What follows belongs to an exercise in optimizing a design on an open flow for small area, a short achievable clock period and few clock cycles per item; a production flow would make more cautious choices.
In this exercise RTL edits were held to simulation tests only and were not proved equivalent to the original.
Power and IR drop assume default switching activity.

## run A
## systolic_pq
module systolic_pq #(parameter KW=16, VW=16, N=16) (
  input logic clk, rst, ivalid,
  input logic [KW+VW-1:0] idata,
  output logic irdy,
  output logic ovalid,
  output logic [KW+VW-1:0] odata,
  input logic ordy
  );
==> flow/config.mk <==
export PLATFORM = sky130hd
export DESIGN_NAME = systolic_pq
export DESIGN_NICKNAME = systolic_pq
export VERILOG_FILES = /design/flow/design.v
export SDC_FILE = /design/flow/constraint.sdc
export NUM_CORES = 4
export LEC_CHECK = 0
export CAP_MARGIN = 20
export CORE_MARGIN = 2
export CORE_UTILIZATION = 45
export CTS_CLUSTER_DIAMETER = 60
export CTS_CLUSTER_SIZE = 20
export PLACE_DENSITY = 0.7
export SETUP_SLACK_MARGIN = 1.6
export SLEW_MARGIN = 20
==> flow/constraint.sdc <==
create_clock -name core_clock -period 4.5 [get_ports {clk}]
set_input_delay 0.9000 -clock core_clock [delete_from_list [all_inputs] [get_ports {clk}]]
set_output_delay 0.9000 -clock core_clock [all_outputs]
set_load 0.01 [all_outputs]
standard.sh (not shown) runs the stock make flow with config.mk's settings and CLKGATE_MAP_FILE= SYNTH_SCRIPT=/design/flow/synth_recipe.tcl, a recipe that flattens the netlist after the stock synthesis.
==> flow/flow/run.sh <==
#!/bin/bash
# Own flow: the standard layout, with a synthesis whose ABC mapping aims at
# delay (flow/abc_fast.script, delay target MY_ABC_D ps) instead of ORFS's
# area-recovering script. Registers, their names and cells are unchanged.
set -euo pipefail
W=$PWD
export MY_ABC_SCRIPT=$W/flow/abc_fast.script
export MY_ABC_D=${MY_ABC_D:-1000}
cat flow/abc_hook.tcl synth_recipe.tcl > my_synth.tcl
sed "s#SYNTH_SCRIPT=[^ ]*synth_recipe.tcl#SYNTH_SCRIPT=$W/my_synth.tcl#" standard.sh > my_standard.sh
grep -q "SYNTH_SCRIPT=$W/my_synth.tcl" my_standard.sh
bash my_standard.sh synth > synth.log 2>&1
grep -q "flow abc:" orfs/logs/*/systolic_pq/base/1_2_yosys.log
bash standard.sh > layout.log 2>&1
==> flow/flow/abc_fast.script <==
strash
dc2
balance
map {D}
topo
buffer
upsize {D}
dnsize {D}
stime -p
==> flow/flow/abc_hook.tcl <==
# Run Yosys's abc with this flow's ABC script and delay target in place of
# ORFS's; everything else in the synthesis is the standard one.
proc abc {args} {
  set i [lsearch -exact $args -script]
  if {$i >= 0} { lset args [expr {$i + 1}] $::env(MY_ABC_SCRIPT) }
  set j [lsearch -exact $args -D]
  if {$j >= 0} { lset args [expr {$j + 1}] $::env(MY_ABC_D) } else { lappend args -D $::env(MY_ABC_D) }
  puts "flow abc: $args"
  yosys abc {*}$args
}
Testbench counts of run A, summed over its fixed seeds: cycles 32,000, ops 32,000.
What run B does differently from run A at the input level:
- a change of CORE_UTILIZATION from 45 to 35
- a change of SETUP_SLACK_MARGIN from 1.6 to 1.7
- a change of CTS_CLUSTER_DIAMETER from 60 to 100
- a change of CTS_CLUSTER_SIZE from 20 to 30
- a change of PLACE_DENSITY from 0.7 to 0.6
Looking at detailed-route via count across both flows, run B is the weaker of the two, with run A ahead. Changes observed in run B relative to run A: peak supply drop increased by 6.4% relative to the old numbers; clock power now sits lower. Of the two values seen for cell with the largest stage delay on the worst path, a31oi_2 was produced by run A and o21ai_0 by run B. Against run A, run B reports a wire length of the first global-routing pass that is higher. Post-route fraction of the period consumed by the critical path, run A and run B, lower one = run B.
Here is what was changed in the inputs of run C compared with run B.
- a change of CORE_UTILIZATION from 35 to 50
- a deleted CTS_CLUSTER_DIAMETER that had been 100
- a deleted CTS_CLUSTER_SIZE that had been 30
- a change of SETUP_SLACK_MARGIN from 1.7 to 2.4
- a change of PLACE_DENSITY from 0.6 to 0.65
==> flow/run.sh (new file) <==
#!/bin/bash
# synth_recipe.tcl (not shown) runs the flow's synth.tcl, then flattens the netlist and writes it again
# the make line also repeats each setting of config.mk as NAME=value (left out here)
make -C /OpenROAD-flow-scripts/flow DESIGN_CONFIG=/design/flow/config.mk WORK_HOME=/design/flow/orfs CLKGATE_MAP_FILE= SYNTH_SCRIPT=/design/flow/synth_recipe.tcl finish
removed: flow/flow/run.sh
removed: flow/flow/abc_fast.script
removed: flow/flow/abc_hook.tcl
removed: flow/standard.sh
--- outcome ---
Of run C and run B, run B shows the lower worst IR drop on VDD, with run C above it. Run C completed; timing, DRC and antenna clean. Count of mapped cells out of synthesis (run C / run B): 0.858. Looking at clock share of power, run C sits 3.1 points above run B.
What run D does differently from run C at the input level:
- a change of PLACE_DENSITY from 0.65 to 0.6
- a change of SETUP_SLACK_MARGIN from 2.4 to 1.7
- a change of CORE_UTILIZATION from 50 to 35
==> flow/flow/run.sh (new file) <==
#!/bin/bash
# Own flow: the standard layout, with a synthesis whose ABC mapping aims at
# delay (flow/abc_fast.script, delay target MY_ABC_D ps) instead of ORFS's
# area-recovering script. Registers, their names and cells are unchanged.
set -euo pipefail
W=$PWD
export MY_ABC_SCRIPT=$W/flow/abc_fast.script
export MY_ABC_D=${MY_ABC_D:-1000}
cat flow/abc_hook.tcl synth_recipe.tcl > my_synth.tcl
sed "s#SYNTH_SCRIPT=[^ ]*synth_recipe.tcl#SYNTH_SCRIPT=$W/my_synth.tcl#" standard.sh > my_standard.sh
grep -q "SYNTH_SCRIPT=$W/my_synth.tcl" my_standard.sh
bash my_standard.sh synth > synth.log 2>&1
grep -q "flow abc:" orfs/logs/*/systolic_pq/base/1_2_yosys.log
bash standard.sh > layout.log 2>&1
==> flow/flow/abc_fast.script (new file) <==
strash
dch
balance
map {D}
topo
buffer
upsize {D}
dnsize {D}
stime -p
==> flow/flow/abc_hook.tcl (new file) <==
# Run Yosys's abc with this flow's ABC script and delay target in place of
# ORFS's; everything else in the synthesis is the standard one.
proc abc {args} {
  set i [lsearch -exact $args -script]
  if {$i >= 0} { lset args [expr {$i + 1}] $::env(MY_ABC_SCRIPT) }
  set j [lsearch -exact $args -D]
  if {$j >= 0} { lset args [expr {$j + 1}] $::env(MY_ABC_D) } else { lappend args -D $::env(MY_ABC_D) }
  puts "flow abc: $args"
  yosys abc {*}$args
}
==> flow/standard.sh (new file) <==
#!/bin/bash
# synth_recipe.tcl (not shown) runs the flow's synth.tcl, then flattens the netlist and writes it again
# the make line also repeats each setting of config.mk as NAME=value (left out here)
make -C /OpenROAD-flow-scripts/flow DESIGN_CONFIG=/design/flow/config.mk WORK_HOME=/design/flow/orfs CLKGATE_MAP_FILE= SYNTH_SCRIPT=/design/flow/synth_recipe.tcl "${@:-finish}"
removed: flow/run.sh
### Flow results
Run D finished every stage and its layout cleared the timing, design-rule and antenna checks.
Re unique cell type count in the Yosys netlist: run C was higher than run D.
The power consumption reported for run D is smaller than that of run C by 6100 uW.
The lower clock distribution power of run C and run D is in run D.
Re post-synthesis cell area: run C and run D aren't equal, and the higher value belongs to run C.
Final area on run D is ahead of run C.
Of run D and run C, it is run D that has the higher die area.
Inputs modified between run D and run E:
- a change of CORE_UTILIZATION from 35 to 55
- a change of PLACE_DENSITY from 0.6 to 0.75
- an added CTS_CLUSTER_SIZE of 30
- an added CTS_CLUSTER_DIAMETER of 50
==> flow/flow/abc_fast.script <==
strash
dc2
balance
map {D}
topo
buffer
upsize {D}
dnsize {D}
stime -p
--- outcome ---
Of run D and run E, run E shows the lower net count reported at finish, with run D above it. Measured against each other, run D and run E differ in minimum setup slack among reg-to-reg paths, the lower figure coming from run E. Going from run D to run E, final worst slack went down; met1 capacity usage during global routing grew by 13 points; portion of total power attributed to combinational logic -1.6 points; share of the clock period used by the worst path after layout has increased; static power due to leakage -about 2.3%. Side by side, shortest period the worst path allows turned out higher in run E than in run D. Measured against run D, the power consumed by combinational cells of run E comes out at 0.908 times the reference value. Going from run D to run E, wire length shrank by more than 10%.

-- what the ideal ports hide --
The flow's constraints put no driver on any port. The routed layouts listed below were extracted and timed again, unchanged, in two steps. Step 1 sets driving cells, clkbuf_16 on the clock port and buf_2 on the other inputs (assumed; they add their load-dependent delay and slew). Step 2, shift: input delay + t, output delay - t, t = (earliest + latest rising clock arrival at the registers) / 2. This alone moves slack from input paths to output paths. Slacks: no drivers / after step 1 / after step 2; pairs: no drivers / after step 1.
| run | t, ns | setup WS [ns] | worst hold slack (ns) | worst setup path after step 2 | clock arrival spread, ns |
|---|---|---|---|---|---|
| run A | 0.673 | 1.664 / 1.701 / 1.033 | 0.472 / 0.472 / 0.472 | input to register | 0.033 / 0.032 |
| run B | 0.681 | 1.706 / 1.689 / 1.060 | 0.472 / 0.472 / 0.472 | input to register | 0.049 / 0.049 |
| run C | 0.728 | 0.586 / 0.524 / -0.205 | 0.499 / 0.499 / 0.499 | input to register | 0.014 / 0.015 |
| run D | 0.702 | 1.731 / 1.664 / 1.107 | 0.479 / 0.479 / 0.479 | input to register | 0.034 / 0.034 |
| run E | 0.673 | 1.666 / 1.644 / 1.025 | 0.481 / 0.481 / 0.481 | input to register | 0.038 / 0.039 |
Met with ideal ports but missed after step 2: setup timing in run C. The setup slack of run C, which loses most, moves by -0.062 ns with the drivers and by -0.791 ns with both steps.
